This is an optimization exercise on Yosys and OpenROAD, whose aim is small area, not a production implementation. Only simulation tests tie the RTL to the original design; equivalence was not proved. The flow treats the clock pin as an ideal source, which a real chip does not have. No activity file was given, so power comes from the tool's default toggle rates.

==> flow/design.v (excerpt) <==
module DFM(Sys_CLK, Sys_RST, D8, Uart_Tx);
input Sys_CLK, Sys_RST, D8;
output Uart_Tx;
function [19:0] inc20;
  input [19:0] t;
  input ci, clr;
  integer i;
  reg c;
  begin
    c = ci;
    for (i = 0; i < 20; i = i + 1) begin
      inc20[i] = ~clr & (t[i] ^ c);
      c = c & t[i];
    end
  end
endfunction
integer j;
reg [1:0] q;
reg [7:0] v;
reg [5:0] sl;
reg armed;          
wire tick = ~q[1] & q[0];
wire z = (sl == 6'd47);      
wire sl_end = sl_last & (v == 8'd44);
reg [7:0] v_n;
reg [5:0] sl_n;
reg rc;
always @(*) begin
  rc = tick;
  for (j = 0; j < 8; j = j + 1) begin
    v_n[j] = v[j] ^ rc;
    rc = rc & v[j];
  end
  v_n[0] = v_n[0] | rc;       
  rc = tick & (v == 8'd12);
  for (j = 0; j < 6; j = j + 1) begin
    sl_n[j] = sl[j] ^ rc;
    rc = rc & sl[j];
  end
end
always @(posedge Sys_CLK or negedge Sys_RST)
  if (!Sys_RST) begin
    q <= 2'd0; v <= 8'd43; sl <= 6'd47; armed <= 1'b0;
  end else begin
    q <= {q[1] ^ q[0], ~q[0]};
    if (tick & sl_end) begin
      v <= 8'd13;
      sl <= 6'd14;
    end else begin
      v <= v_n;
      sl <= sl_n;
    end
    if (tick & sl_end & ~z) armed <= 1'b1;
  end
  ...
export LEC_CHECK = 0
export CAP_MARGIN = 20
export CORE_MARGIN = 2
export CORE_UTILIZATION = 40
export SLEW_MARGIN = 20
create_clock -name core_clock -period 10.0 [get_ports {Sys_CLK}]
standard.sh (not shown) runs the stock make flow with config.mk's settings and CLKGATE_MAP_FILE= SYNTH_SCRIPT=/design/flow/synth_recipe.tcl, a recipe that flattens the netlist after the stock synthesis.
==> flow/flow/run.sh <==
#!/bin/bash
# Standard layout, except:
#  * the combinational logic of the standard synthesis is mapped again for
#    area (flow/resynth.tcl); the flip-flops are left exactly as synthesized;
#  * ports are buffered with buf_1 instead of the default buffer cell;
#  * the clock tree uses a clkbuf_8 root and clkbuf_4 leaf buffers, without
#    dummy loads; after it, leaf buffers whose clock-pin slew would come out
#    high are swapped for clkbuf_8, and logic cells that were sized up are
#    swapped back to the smallest size (flow/clkfix.tcl).
set -e
YOSYS=$FLOW_HOME/../tools/install/yosys/bin/yosys
[ -x "$YOSYS" ] || YOSYS=yosys
export BUFFER_PORTS_ARGS="-buffer_cell sky130_fd_sc_hd__buf_1"
export CTS_ARGS="-sink_clustering_enable -repair_clock_nets -dont_use_dummy_load -root_buf sky130_fd_sc_hd__clkbuf_8 -buf_list sky130_fd_sc_hd__clkbuf_4"
R=orfs/results/sky130hd/DFM/base
bash standard.sh synth > standard_synth.log 2>&1
cp $R/1_2_yosys.v synth_standard.v
$YOSYS -c flow/resynth.tcl > resynth.log 2>&1
rm -f $R/1_synth.odb $R/1_synth.sdc
bash standard.sh cts > standard_cts.log 2>&1
openroad -no_init -exit flow/clkfix.tcl > clkfix.log 2>&1
bash standard.sh > standard_finish.log 2>&1
==> flow/flow/clkfix.tcl <==
# Swap clock leaf buffers (clkbuf_4) for clkbuf_8 where the estimated slew at
# a flip-flop clock pin they drive is over the limit below.
set limit_ps 130
set res orfs/results/sky130hd/DFM/base
set plat $::env(FLOW_HOME)/platforms/sky130hd
read_db $res/4_cts.odb
read_liberty $plat/lib/sky130_fd_sc_hd__tt_025C_1v80.lib
read_sdc $res/4_cts.sdc
source $plat/setRC.tcl
set_propagated_clock [all_clocks]
estimate_parasitics -placement
set block [ord::get_db_block]
set big [[ord::get_db] findMaster sky130_fd_sc_hd__clkbuf_8]
set changed 0
foreach inst [$block getInsts] {
  if {[[$inst getMaster] getName] ne "sky130_fd_sc_hd__clkbuf_4"} { continue }
  set net [[$inst findITerm X] getNet]
  if {$net eq "NULL"} { continue }
  set worst 0
  foreach pin [get_pins -of_objects [get_nets [$net getName]] -filter "direction == input"] {
    foreach p {slew_max_rise slew_max_fall} {
      set s [get_property $pin $p]
      set worst [expr {max($worst, $s)}]
    }
  }
  puts "[$inst getName] [$net getName] worst slew $worst"
  if {$worst * 1000.0 > $limit_ps} {
    $inst swapMaster $big
    incr changed
  }
}
puts "upsized $changed"
# Synthesis sizes some logic cells up for speed; the clock period leaves
# plenty of slack, so swap them back to the smallest size of the same cell
# and let repair_design fix any slew or capacitance limit this breaks.
set db [ord::get_db]
set down 0
foreach inst [$block getInsts] {
  set name [[$inst getMaster] getName]
  if {[$inst isFixed]} { continue }
  if {![regexp {^(sky130_fd_sc_hd__[a-z0-9]+)_([0-9]+)$} $name -> base size]} { continue }
  if {$size <= 1} { continue }
  if {[regexp {clkbuf|clkinv|^sky130_fd_sc_hd__df|^sky130_fd_sc_hd__edf|^sky130_fd_sc_hd__buf_|tap|fill|decap} $name]} { continue }
  set best ""
  foreach s {0 1} {
    set m [$db findMaster ${base}_$s]
    if {$m ne "NULL"} { set best $m; break }
  }
  if {$best ne "" && [$best getWidth] < [[$inst getMaster] getWidth]} {
    $inst swapMaster $best
    incr down
  }
}
puts "downsized $down"
estimate_parasitics -placement
set_dont_use [get_lib_cells {sky130_fd_sc_hd__probe* sky130_fd_sc_hd__lpflow_*}]
repair_design
puts "setup slack [worst_slack -max] hold slack [worst_slack -min]"
detailed_placement
check_placement
write_db $res/4_cts.odb
Other scripts of this flow, unchanged in this note and not shown: flow/flow/area.abc, flow/flow/resynth.tcl
Rerun with:
--- a/flow/flow/run.sh
+++ b/flow/flow/run.sh
@@ -6,5 +6,5 @@
 #  * the clock tree uses a clkbuf_8 root and clkbuf_4 leaf buffers, without
-#    dummy loads; after it, leaf buffers whose clock-pin slew would come out
-#    high are swapped for clkbuf_8, and logic cells that were sized up are
-#    swapped back to the smallest size (flow/clkfix.tcl).
+#    dummy loads; after it, each leaf buffer is resized to the smallest of
+#    clkbuf_2/4/8 that keeps its clock-pin slew low, and logic cells that
+#    were sized up are swapped back to the smallest size (flow/clkfix.tcl).
 set -e
--- a/flow/flow/clkfix.tcl
+++ b/flow/flow/clkfix.tcl
@@ -1,4 +1,5 @@
-# Swap clock leaf buffers (clkbuf_4) for clkbuf_8 where the estimated slew at
-# a flip-flop clock pin they drive is over the limit below.
-set limit_ps 130
+# Clock leaf buffers: each gets the smallest of clkbuf_2, clkbuf_4 and
+# clkbuf_8 whose estimated clock-pin slew stays under the limit below. Then
+# logic cells that synthesis sized up are swapped back to the smallest size.
+set limit_ps 115
 set res orfs/results/sky130hd/DFM/base
@@ -12,3 +13,17 @@
 set block [ord::get_db_block]
-set big [[ord::get_db] findMaster sky130_fd_sc_hd__clkbuf_8]
+# For each leaf buffer, use the smallest of clkbuf_2, clkbuf_4 and clkbuf_8
+# whose estimated clock-pin slew stays under the limit.
+set sizes {}
+foreach m {sky130_fd_sc_hd__clkbuf_2 sky130_fd_sc_hd__clkbuf_4 sky130_fd_sc_hd__clkbuf_8} {
+  lappend sizes [[ord::get_db] findMaster $m]
+}
+proc leaf_slew {net} {
+  set worst 0
+  foreach pin [get_pins -of_objects [get_nets [$net getName]] -filter "direction == input"] {
+    foreach p {slew_max_rise slew_max_fall} {
+      set worst [expr {max($worst, [get_property $pin $p])}]
+    }
+  }
+  return $worst
+}
 set changed 0
@@ -18,14 +33,11 @@
   if {$net eq "NULL"} { continue }
-  set worst 0
-  foreach pin [get_pins -of_objects [get_nets [$net getName]] -filter "direction == input"] {
-    foreach p {slew_max_rise slew_max_fall} {
-      set s [get_property $pin $p]
-      set worst [expr {max($worst, $s)}]
-    }
+  if {![string match "clknet_*" [$net getName]] || [string match "clknet_0_*" [$net getName]]} { continue }
+  foreach m $sizes {
+    $inst swapMaster $m
+    estimate_parasitics -placement
+    set worst [leaf_slew $net]
+    if {$worst * 1000.0 <= $limit_ps} { break }
   }
-  puts "[$inst getName] [$net getName] worst slew $worst"
-  if {$worst * 1000.0 > $limit_ps} {
-    $inst swapMaster $big
-    incr changed
-  }
+  puts "[$inst getName] [$net getName] [[$inst getMaster] getName] worst slew $worst"
+  incr changed
 }
- ABC_AREA: default -> 1
Effect:
- power goes up by 0.65%
- maximum frequency came out lower by 17%
- sequential share of layout area rose by 0.44 points
- hold slack is better by 0.020 ns
- count of clock-buffer cells in the layout does not change
Rerun with:
--- a/flow/flow/run.sh
+++ b/flow/flow/run.sh
@@ -6,5 +6,5 @@
 #  * the clock tree uses a clkbuf_8 root and clkbuf_4 leaf buffers, without
-#    dummy loads; after it, each leaf buffer is resized to the smallest of
-#    clkbuf_2/4/8 that keeps its clock-pin slew low, and logic cells that
-#    were sized up are swapped back to the smallest size (flow/clkfix.tcl).
+#    dummy loads; after it, leaf buffers whose clock-pin slew would come out
+#    high are swapped for clkbuf_8, and logic cells that were sized up are
+#    swapped back to the smallest size (flow/clkfix.tcl).
 set -e
--- a/flow/flow/clkfix.tcl
+++ b/flow/flow/clkfix.tcl
@@ -1,4 +1,3 @@
-# Clock leaf buffers: each gets the smallest of clkbuf_2, clkbuf_4 and
-# clkbuf_8 whose estimated clock-pin slew stays under the limit below. Then
-# logic cells that synthesis sized up are swapped back to the smallest size.
+# Swap clock leaf buffers (clkbuf_4) for clkbuf_8 where the estimated slew at
+# a flip-flop clock pin they drive is over the limit below.
 set limit_ps 115
@@ -13,17 +12,3 @@
 set block [ord::get_db_block]
-# For each leaf buffer, use the smallest of clkbuf_2, clkbuf_4 and clkbuf_8
-# whose estimated clock-pin slew stays under the limit.
-set sizes {}
-foreach m {sky130_fd_sc_hd__clkbuf_2 sky130_fd_sc_hd__clkbuf_4 sky130_fd_sc_hd__clkbuf_8} {
-  lappend sizes [[ord::get_db] findMaster $m]
-}
-proc leaf_slew {net} {
-  set worst 0
-  foreach pin [get_pins -of_objects [get_nets [$net getName]] -filter "direction == input"] {
-    foreach p {slew_max_rise slew_max_fall} {
-      set worst [expr {max($worst, [get_property $pin $p])}]
-    }
-  }
-  return $worst
-}
+set big [[ord::get_db] findMaster sky130_fd_sc_hd__clkbuf_8]
 set changed 0
@@ -33,11 +18,14 @@
   if {$net eq "NULL"} { continue }
-  if {![string match "clknet_*" [$net getName]] || [string match "clknet_0_*" [$net getName]]} { continue }
-  foreach m $sizes {
-    $inst swapMaster $m
-    estimate_parasitics -placement
-    set worst [leaf_slew $net]
-    if {$worst * 1000.0 <= $limit_ps} { break }
+  set worst 0
+  foreach pin [get_pins -of_objects [get_nets [$net getName]] -filter "direction == input"] {
+    foreach p {slew_max_rise slew_max_fall} {
+      set s [get_property $pin $p]
+      set worst [expr {max($worst, $s)}]
+    }
   }
-  puts "[$inst getName] [$net getName] [[$inst getMaster] getName] worst slew $worst"
-  incr changed
+  puts "[$inst getName] [$net getName] worst slew $worst"
+  if {$worst * 1000.0 > $limit_ps} {
+    $inst swapMaster $big
+    incr changed
+  }
 }
- ABC_AREA: 1 -> default
Result: The new run produced a clean layout; wire length goes down by a few percent; worst setup slack improved by 0.96 ns; register-to-register slack improved by 0.96 ns; power hardly moves; cell area goes up slightly; global-route usage goes down by 0.67 points; combinational power goes up slightly; fmax goes up by about a fifth; non-clock buffer count goes down by 1.
Rerun with:
--- a/flow/flow/clkfix.tcl
+++ b/flow/flow/clkfix.tcl
@@ -12,3 +12,17 @@
 set block [ord::get_db_block]
-set big [[ord::get_db] findMaster sky130_fd_sc_hd__clkbuf_8]
+# For each leaf buffer, use the smallest of clkbuf_2, clkbuf_4 and clkbuf_8
+# whose estimated clock-pin slew stays under the limit.
+set sizes {}
+foreach m {sky130_fd_sc_hd__clkbuf_2 sky130_fd_sc_hd__clkbuf_4 sky130_fd_sc_hd__clkbuf_8} {
+  lappend sizes [[ord::get_db] findMaster $m]
+}
+proc leaf_slew {net} {
+  set worst 0
+  foreach pin [get_pins -of_objects [get_nets [$net getName]] -filter "direction == input"] {
+    foreach p {slew_max_rise slew_max_fall} {
+      set worst [expr {max($worst, [get_property $pin $p])}]
+    }
+  }
+  return $worst
+}
 set changed 0
@@ -18,14 +32,11 @@
   if {$net eq "NULL"} { continue }
-  set worst 0
-  foreach pin [get_pins -of_objects [get_nets [$net getName]] -filter "direction == input"] {
-    foreach p {slew_max_rise slew_max_fall} {
-      set s [get_property $pin $p]
-      set worst [expr {max($worst, $s)}]
-    }
+  if {![string match "clknet_*" [$net getName]] || [string match "clknet_0_*" [$net getName]]} { continue }
+  foreach m $sizes {
+    $inst swapMaster $m
+    estimate_parasitics -placement
+    set worst [leaf_slew $net]
+    if {$worst * 1000.0 <= $limit_ps} { break }
   }
-  puts "[$inst getName] [$net getName] worst slew $worst"
-  if {$worst * 1000.0 > $limit_ps} {
-    $inst swapMaster $big
-    incr changed
-  }
+  puts "[$inst getName] [$net getName] [[$inst getMaster] getName] worst slew $worst"
+  incr changed
 }
- ABC_AREA: default -> 1
Final area drops by 0.83%; sequential share of layout area rose by 0.49 points; total power hardly moves; cell count rises by 1.8%.

[static timing again, ports no longer ideal]
In the flow no input, the clock included, has a driving cell. The finished layouts below were timed again as built, in two steps.
Step 1, drivers: a clkbuf_16 drives Sys_CLK and a buf_2 each remaining input, both assumed.
Step 2 adds t to the input delays and takes it off the output delays; t is the mean of the earliest and latest rising clock arrival at the registers after step 1. Input paths then give back, and output paths get back, about the clock's delay inside the block.
Slacks: ideal ports / drivers / drivers and shift; pairs: ideal ports / drivers.
| run | t (ns) | setup WS [ns] | hold WS [ns] | latest minus earliest clock arrival (ns) | worst register clock-pin slew, ns |
|---|---|---|---|---|---|
| the first run | 0.457 | 5.348 / 5.348 / 5.348 | 0.358 / 0.358 / 0.358 | 0.046 / 0.046 | 0.12 / 0.12 |
| the second run | 0.450 | 4.384 / 4.384 / 4.384 | 0.378 / 0.378 / 0.378 | 0.056 / 0.055 | 0.11 / 0.11 |
| the third run | 0.454 | 5.347 / 5.347 / 5.347 | 0.358 / 0.358 / 0.358 | 0.035 / 0.034 | 0.11 / 0.11 |
| the fourth run | 0.450 | 4.384 / 4.384 / 4.384 | 0.378 / 0.378 / 0.378 | 0.056 / 0.055 | 0.11 / 0.11 |
After both steps setup and hold are still met in every run listed.
